Source: an optimization exercise on an open RTL-to-GDS flow (aim: small area, a short achievable clock period and few clock cycles). Production flows keep margins and buffers that such runs may drop.
At most, simulation tests tie the RTL to the original design; equivalence was not proved.

Setup of run A:
==> flow/design.v (excerpt) <==
module Top_lvl (clk,start,mem_addr,mem_data,MIN_WEIGHT,MIN_PATH_NODES,donee);
export LEC_CHECK = 0
export CAP_MARGIN = 20
export CORE_MARGIN = 2
export CORE_UTILIZATION = 55
export CTS_CLUSTER_DIAMETER = 60
export CTS_CLUSTER_SIZE = 24
export PLACE_DENSITY = 0.7
export SETUP_SLACK_MARGIN = 2.25
export SLEW_MARGIN = 20
create_clock -name core_clock -period 7.5 [get_ports {clk}]
standard.sh (not shown) runs the stock make flow with config.mk's settings and CLKGATE_MAP_FILE= SYNTH_SCRIPT=/design/flow/synth_recipe.tcl, a recipe that flattens the netlist after the stock synthesis.
==> flow/flow/run.sh <==
#!/bin/bash
# The standard layout (standard.sh: ORFS from the standard synthesis to the
# routed layout), with one change: the port buffers that global placement
# inserts are plain buffers (buf_2) instead of the resizer's default pick, a
# delay cell (clkdlybuf4s50_1). make's full output goes to standard.log; ORFS
# keeps each step's own log under orfs/logs/.
set -euo pipefail
export BUFFER_PORTS_ARGS="-buffer_cell sky130_fd_sc_hd__buf_2"
bash standard.sh > standard.log 2>&1
Run A | status: complete | timing, DRC, antenna: pass
Testbench counts of run A, summed over its fixed seeds: cycles 13,933.
[inputs] run B vs run A
==> flow/flow/run.sh <==
#!/bin/bash
# The standard layout (standard.sh: ORFS from the standard synthesis to the
# routed layout), with one change: the port buffers that global placement
# inserts are plain buffers (buf_4) instead of the resizer's default pick, a
# delay cell (clkdlybuf4s50_1). make's full output goes to standard.log; ORFS
# keeps each step's own log under orfs/logs/.
set -euo pipefail
export BUFFER_PORTS_ARGS="-buffer_cell sky130_fd_sc_hd__buf_4"
bash standard.sh > standard.log 2>&1
Notes after the runs:
The flow did not stop early for run B: all stages ran, and the layout cleared the timing, design-rule and antenna checks. Delta (run B minus run A): total of plain and repair buffers excluding clock buffers -6. Final critical-path setup slack: run B vs run A down 0.021 ns. The critical path's slowest cell comes out mux4_2 in one run and a2111oi_2 in the other, namely in run B and run A respectively. Critical path depth was higher in run A than in run B.
#### Input delta (run C over run B)
diff --git a/flow/config.mk b/flow/config.mk
--- a/flow/config.mk
+++ b/flow/config.mk
@@ -12,4 +12,4 @@
 export CTS_CLUSTER_SIZE = 24
 export PLACE_DENSITY = 0.7
-export SETUP_SLACK_MARGIN = 2.25
+export SETUP_SLACK_MARGIN = 2.5
 export SLEW_MARGIN = 20
## What came out
STATUS global-route wire length before repair: run C loses against run B. STATUS fmax: run C wins against run B.

========
The RTL this note starts from:
==> flow/design.v <==
module Top_lvl (clk,start,mem_addr,mem_data,MIN_WEIGHT,MIN_PATH_NODES,donee);
input clk,start;
output [17:0] mem_addr;
input [17:0] mem_data;
output [14:0] MIN_WEIGHT;
output [17:0] MIN_PATH_NODES;  
output donee;
localparam V0=3'd0, V1=3'd1, V2=3'd2, WK=3'd3, DN=3'd4, FIN=3'd5;
reg [2:0] st;
reg [3:0] d;             
reg [17:0] x;            
reg [14:0] bud;          
reg pr;                  
reg dn;                  
reg [14:0] wmin;         
reg [17:0] best;         
reg [3:0] bd;            
reg [2:0] T;             
reg tv;                  
reg [17:0] S [1:7];      
reg [1:0]  R [1:7];      
reg [14:0] W [1:7];      
reg tv2;
reg [2:0] T2;
integer l;
always @* begin
  tv2 = 1'b0; T2 = 3'd1;
  for (l = 1; l <= 7; l = l + 1)
    if (l < T && R[l] != 2'd0) begin tv2 = 1'b1; T2 = l; end
end
wire [2:0] bdm1 = bd[2:0] - 3'd1;       
wire [17:0] sr = S[T];
wire [1:0] RT = R[T];
wire [17:0] nx1 = sr + 18'd1;           
wire [17:0] xk = x + {16'd0, 1'b1, st == V2};    
wire [17:0] best1 = best + 18'd1;       
wire [11:0] w = mem_data[11:0];
wire [2:0] nc = mem_data[2:0];
wire prune = (bud[14:12] == 3'd0) && (w >= bud[11:0]);
wire gone = (bud[14:12] == 3'd0) && (w[11:8] > bud[11:8]);    
wire end1 = gone || d[3];               
wire end2 = pr || (nc == 3'd0);
wire v1 = (st == V1), v2 = (st == V2);
wire [14:0] bw = bud - {3'b000, w};     
wire [2:0] dm1 = d[2:0] - 3'd1;         
wire [14:0] wp = wmin - ((st == V0) ? W[dm1] : v1 ? bw : bud);
wire fin = (v1 && end1) || (v2 && end2);    
wire leaf = fin && !(v1 ? prune : pr);      
wire over = (fin && !tv && !leaf) || (st == FIN);    
reg [17:0] addr;
always @* begin
  if (st == V0) addr = mem_data;
  else if (st == WK) addr = mem_data + 18'd1;
  else if (!(v1 || v2) || fin) addr = tv ? nx1 : best1;
  else addr = xk;
end
assign mem_addr = start ? 18'd0 : addr;
assign MIN_WEIGHT = wmin;
assign donee = dn || (over && bd <= 4'd2);
assign MIN_PATH_NODES = (st != DN || d == 4'd1) ? 18'd0 : (d > bd) ? 18'h3FFFF : sr;
reg sw, rw, ww;
reg [2:0] si;
reg [17:0] sd;
reg [1:0] rd;
always @* begin
  sw = 1'b0; rw = 1'b0; ww = 1'b0; si = d[2:0]; sd = xk; rd = nc[1:0] - 2'd1;
  if (v2 && !end2) begin sw = 1'b1; rw = 1'b1; ww = 1'b1; end
  if (fin && tv) begin sw = 1'b1; rw = 1'b1; si = T; sd = nx1; rd = RT - 2'd1; end
  if (over) begin sw = (bd >= 4'd2); si = bdm1; sd = best; end
  if (st == WK) begin sw = 1'b1; si = dm1; sd = mem_data; end
end
always @(posedge clk) begin
  if (sw) S[si] <= sd;
  if (rw) R[si] <= rd;
  if (ww) W[si] <= wp;
end
always @(posedge clk) begin
  if (start) begin
    st <= V1; d <= 4'd1; x <= 18'd0;
    bud <= 15'h7FFF; wmin <= 15'h7FFF; dn <= 1'b0; tv <= 1'b0;
  end else begin
    case (st)
      V0: begin
        x <= mem_data;
        bud <= wp;
        st <= V1;
      end
      V1: begin
        bud <= bw;
        pr <= prune;
        if (!end1) st <= V2;
      end
      V2: if (!end2) begin
        d <= d + 4'd1;
        st <= V0;
        if (nc[2:1] != 2'b00) begin T <= d[2:0]; tv <= 1'b1; end
      end
      WK: begin
        d <= d - 4'd1;
        if (d == 4'd3) dn <= 1'b1;
        if (d == 4'd2) begin st <= DN; d <= 4'd2; T <= 3'd1; end
      end
      DN: begin
        if (d <= 4'd8) d <= d + 4'd1;
        T <= T + 3'd1;
      end
      default: ;
    endcase
    if (leaf) begin wmin <= wp; best <= x; bd <= d; end
    if (fin) begin
      if (tv) begin
        d <= {1'b0, T} + 4'd1;
        st <= V0;
        if (RT == 2'd1) begin T <= T2; tv <= tv2; end
      end else if (leaf) st <= FIN;
    end
    if (over) begin
      d <= bd - 4'd1;
      if (bd >= 4'd3) begin
        st <= WK;
        if (bd == 4'd3) dn <= 1'b1;
      end else begin
        st <= DN; dn <= 1'b1; d <= 4'd2; T <= 3'd1;
      end
    end
  end
end
endmodule  
make LEC_CHECK=0 CAP_MARGIN=20 CORE_MARGIN=2 CORE_UTILIZATION=55 CTS_CLUSTER_DIAMETER=60 CTS_CLUSTER_SIZE=32 PLACE_DENSITY=0.7 SETUP_SLACK_MARGIN=2.25 SLEW_MARGIN=20 finish   # period 7.5 ns
run.sh (not shown) runs the stock make flow with config.mk's settings and CLKGATE_MAP_FILE= SYNTH_SCRIPT=/design/flow/synth_recipe.tcl, a recipe that flattens the netlist after the stock synthesis.
Stock flow here: none of the scripts above is used.
Testbench counts at the start, summed over its fixed seeds: cycles 13,855.
Rerun with:
- CTS_CLUSTER_SIZE: 32 -> 24
- PLACE_DENSITY: 0.7 -> not set
- SETUP_SLACK_MARGIN: 2.25 -> 2.0
Worst setup slack got worse by 0.27 ns.
Hold slack degrades by 0.040 ns.
Cell area drops by 2.5%.
Wire length barely changes.
Non-clock buffer count falls by 40.
Cell count decreases by 1.7%.
Critical path depth is higher by 3.
Core utilization goes down by 1.7 points.
Rerun with:
- PLACE_DENSITY: not set -> 0.7
- SETUP_SLACK_MARGIN: 2.0 -> 2.5
Die area is unchanged.
Routed wire length barely changes.
First-iteration DRC count rose by 47%.
Final cell count rose by 2.4%.
Setup slack improves by 0.18 ns.
Synthesized area is unchanged.
Core utilization rose by 2.9 points.

========
## try-ember
Another version of the RTL of Top_lvl (not shown whole).
For scale: about 1700 cells after synthesis, about 330 flip-flops, ~72 I/O pins.
make LEC_CHECK=0 CAP_MARGIN=20 CORE_MARGIN=2 CORE_UTILIZATION=40 SETUP_SLACK_MARGIN=2.5 SLEW_MARGIN=20 finish   # period 7.5 ns
The final layout from try-ember, which completed every stage, passed the timing, design-rule and antenna checks at the end of the flow.
diff inputs: try-ember => try-onyx
- SETUP_SLACK_MARGIN: 2.5 -> 2.0
- try-onyx vs. try-ember: wire length of the first global-routing pass went down by 3.2%.
- Delta(worst hold slack, try-onyx - try-ember) < 0
- In try-onyx relative to try-ember, routed wire length had gone down by a few percent.
- For area after synthesis, try-ember and try-onyx come out practically identical.
- Of the two values seen for launching instance or port of the critical path, mem_data[6] was produced by try-onyx and mem_data[11] by try-ember.
- Summary of try-onyx over try-ember: total of clock buffers placed in the layout has increased; routed via count divided by cell count has increased; post-synthesis to final-layout area growth has decreased.
The inputs of try-xenon differ from those of try-onyx as listed below.
- SETUP_SLACK_MARGIN: 2.0 -> 3.0
- CTS_BUF_LIST: unset -> sky130_fd_sc_hd__clkbuf_4 sky130_fd_sc_hd__clkbuf_8
## What came out
In terms of residual DRC count, try-xenon and try-onyx differ only marginally. On number of cells in the design after placement, try-onyx tracks try-xenon almost exactly. Delta (try-xenon minus try-onyx): final cell count without fillers +132; fmax +about 2.2%; total wire length +7.2%; post-synthesis sequential element count ~0 delta. Comparing try-xenon against try-onyx, there is no change at all in initial standard-cell utilization of the core. The count of flip-flops with a built-in enable after synthesis of try-xenon and that of try-onyx are within noise of each other.
Input changes introduced in try-willow (baseline for comparison: try-xenon):
- CTS_CLUSTER_DIAMETER newly set to 60
- CTS_CLUSTER_SIZE newly set to 24
- CTS_BUF_LIST removed (was sky130_fd_sc_hd__clkbuf_4 sky130_fd_sc_hd__clkbuf_8)
- SETUP_SLACK_MARGIN changed from 3.0 to 2.0
==> notes.md <==
- Taking try-xenon as the reference point, the final instance area of try-willow falls by 9.5%.
- Between try-xenon and try-willow, the difference in total standard cell area after synthesis is negligible.
- When try-willow is measured against try-xenon, its number of instances resized during post-cts repair turns out about 44% lower.
- Of try-xenon and try-willow, try-willow shows the lower first-iteration detailed-routing DRC count, with try-xenon above it.
- try-willow vs. try-xenon: shortest clock period the worst path allows after layout rose by 0.12 ns.
- Top routing layer in use = met4: try-willow; top routing layer in use = met5: try-xenon
- Taking try-xenon as the reference point, the via-per-instance ratio of try-willow rises by 0.026.
- try-willow: total number of cells along the worst setup path is 1 higher than what try-xenon reported.
No run of this note included a check of the RTL's function; only the layout flow was run.

========
Top_lvl, a different RTL version from the one above (not shown whole).
For scale: about 1600 cells after synthesis, roughly 330 flip-flops, roughly 18000 um2 of cells after synthesis.
clock: 7.5 ns
lec_check: 0
cap_margin: 0
core_margin: 2
core_utilization: 40
cts_cluster_diameter: 60
cts_cluster_size: 24
setup_slack_margin: 2.0
slew_margin: 0
Testbench counts at the start, summed over its fixed seeds: cycles 14,033.
Rerun with:
--- a/flow/config.mk
+++ b/flow/config.mk
@@ -7,3 +7,3 @@
 export LEC_CHECK = 0
-export CAP_MARGIN = 0
+export CAP_MARGIN = 20
 export CORE_MARGIN = 2
@@ -11,4 +11,4 @@
 export CTS_CLUSTER_DIAMETER = 60
-export CTS_CLUSTER_SIZE = 24
-export SETUP_SLACK_MARGIN = 2.0
-export SLEW_MARGIN = 0
+export CTS_CLUSTER_SIZE = 30
+export SETUP_SLACK_MARGIN = 2.25
+export SLEW_MARGIN = 20
What happened: Worst setup slack improved by 0.10 ns; utilization came out higher by 1.5 points; cell count increases by 1.5%; area after synthesis does not change; sequential share of layout area shrinks by 1.3 points.
Rerun with:
--- a/flow/config.mk
+++ b/flow/config.mk
@@ -9,6 +9,6 @@
 export CORE_MARGIN = 2
-export CORE_UTILIZATION = 40
+export CORE_UTILIZATION = 55
 export CTS_CLUSTER_DIAMETER = 60
-export CTS_CLUSTER_SIZE = 30
-export SETUP_SLACK_MARGIN = 2.25
+export CTS_CLUSTER_SIZE = 24
+export SETUP_SLACK_MARGIN = 2.0
 export SLEW_MARGIN = 20
=> The new run ran to the end with no violations; wire length fell by 5.3%; core utilization rose by 15 points; die area fell by 27%; cell count fell by 8.5%; via count fell by 3.0%; design area fell by 4.5%; worst hold slack gains 0.0045 ns.
Rerun with:
--- a/flow/config.mk
+++ b/flow/config.mk
@@ -9,6 +9,6 @@
 export CORE_MARGIN = 2
-export CORE_UTILIZATION = 55
+export CORE_UTILIZATION = 40
 export CTS_CLUSTER_DIAMETER = 60
 export CTS_CLUSTER_SIZE = 24
-export SETUP_SLACK_MARGIN = 2.0
+export SETUP_SLACK_MARGIN = 2.5
 export SLEW_MARGIN = 20
=> Cell count climbs by 9.8%; global-route usage drops by 7.1 points; design area climbs by 5.9%; wire length climbs by 7.2%; worst setup slack improves by 0.22 ns; core utilization drops by 15 points.

========
Top_lvl, a different RTL version from the one above (not shown whole).
Size in the first run: ~1700 cells after synthesis, roughly 350 flip-flops, about 72 I/O pins.
// Top_lvl
module Top_lvl (clk,start,mem_addr,mem_data,MIN_WEIGHT,MIN_PATH_NODES,donee);
Settings: LEC_CHECK=0, CAP_MARGIN=20, CORE_MARGIN=2, CORE_UTILIZATION=40, SETUP_SLACK_MARGIN=2.5, SLEW_MARGIN=20, SYNTH_HIERARCHICAL=1, SYNTH_MINIMUM_KEEP_SIZE=0; clock period 7.5 ns.
Edit:
--- a/flow/config.mk
+++ b/flow/config.mk
@@ -11 +11 @@
-export SETUP_SLACK_MARGIN = 2.5
+export SETUP_SLACK_MARGIN = 3.0
Result:
- The new run completed with no timing, DRC or antenna violations
- worst setup slack improves by 0.10 ns
- hold slack improves by 0.036 ns
- utilization went up by 3.8 points
- design area went up by 7.8%
No run of this note included a check of the RTL's function; only the layout flow was run.

========
## build 19
Top_lvl, a different RTL version from the one above (not shown whole).
Size: ~1600 cells after synthesis, about 350 flip-flops, about 72 I/O pins, ~18000 µm² of cells after synthesis.
export LEC_CHECK = 0
export CAP_MARGIN = 20
export CORE_MARGIN = 2
export CORE_UTILIZATION = 40
export SETUP_SLACK_MARGIN = 4.0
export SLEW_MARGIN = 20
create_clock -name core_clock -period 7.5 [get_ports {clk}]
Testbench counts of build 19, summed over its fixed seeds: cycles 13,924.
The inputs of trial 94 differ from those of build 19 as listed below.
# build 19
export LEC_CHECK = 0
export CAP_MARGIN = 20
export CORE_MARGIN = 2
export CORE_UTILIZATION = 40
export SETUP_SLACK_MARGIN = 4.0
export SLEW_MARGIN = 20
create_clock -name core_clock -period 7.5 [get_ports {clk}]
# trial 94
export LEC_CHECK = 0
export CAP_MARGIN = 20
export CORE_MARGIN = 2
export CORE_UTILIZATION = 40
export SETUP_SLACK_MARGIN = 3.0
export SLEW_MARGIN = 20
create_clock -name core_clock -period 7.5 [get_ports {clk}]
## What came out
Trial 94: all stages complete, timing, DRC and antenna checks passed. Compared with build 19, trial 94 shows final cell count that has gone down by a few percent. Build 19 and trial 94 ended up with roughly the same multi-input gate count. [trial 94] met3 routed wirelength fell 630 µm relative to build 19. Any difference in post-CTS clock slew at the launch and capture registers of the worst setup and hold paths between trial 94 and build 19 is small enough to ignore. Taking build 19 as the reference point, the final area of trial 94 falls by about 10%. Relative to build 19, the count of plain and timing-repair buffers measured on trial 94 has decreased by more than a quarter. Summary of trial 94 over build 19: setup slack of the critical path after layout went up by 0.067 ns, number of global-route vias before repair decreased about 7%. Re all-layer global routing usage: trial 94 is 2.2 points down on build 19.

==> port drivers added, routing unchanged <==
No port has a modelled driver above. Below, the same layouts with a new extraction and two added sets of constraints. Step 1: set_driving_cell puts a clkbuf_16 on clk and a buf_2 on each other input, an assumption about the parent block. Step 2 times the ports against the registers' clock, not the clock port: input delays grow and output delays shrink by t, the midpoint of the rising clock arrivals with the driver on. Three values: ideal, step 1, step 2; two values: the first two.
run | shift t [ns] | setup slack, ns | worst slew at a driven data input, ns
run A | 0.633 | 2.294 / 2.260 / 1.928 | 0.05
run B | 0.618 | 2.274 / 2.217 / 1.912 | 0.04
run C | 0.611 | 2.381 / 2.303 / 1.928 | 0.08
the first run of note 2 | 0.619 | 2.323 / 2.253 / 1.914 | 0.07
the second run of note 2 | 0.632 | 2.055 / 2.030 / 1.605 | 0.06
the third run of note 2 | 0.609 | 2.238 / 2.170 / 2.047 | 0.07
try-ember | 0.608 | 2.199 / 2.130 / 1.916 | 0.07
try-onyx | 0.611 | 2.064 / 2.002 / 1.772 | 0.08
try-xenon | 0.688 | 2.182 / 2.098 / 2.012 | 0.09
try-willow | 0.631 | 2.066 / 2.001 / 1.722 | 0.08
the first run of note 4 | 0.634 | 2.103 / 2.052 / 1.545 | 0.05
the second run of note 4 | 0.643 | 2.203 / 2.147 / 1.882 | 0.06
the third run of note 4 | 0.637 | 2.068 / 2.041 / 1.606 | 0.05
the fourth run of note 4 | 0.659 | 2.292 / 2.210 / 1.888 | 0.08
the first run of note 5 | 0.623 | 2.495 / 2.512 / 1.905 | 0.04
the second run of note 5 | 0.621 | 2.599 / 2.543 / 2.521 | 0.04
build 19 | 0.619 | 2.153 / 2.121 / 2.121 | 0.11
trial 94 | 0.615 | 2.220 / 2.189 / 2.189 | 0.13
After both steps setup and hold are still met in every run listed. The setup slack of the first run of note 5, which loses most, moves by +0.017 ns with the drivers and by -0.590 ns with both steps.
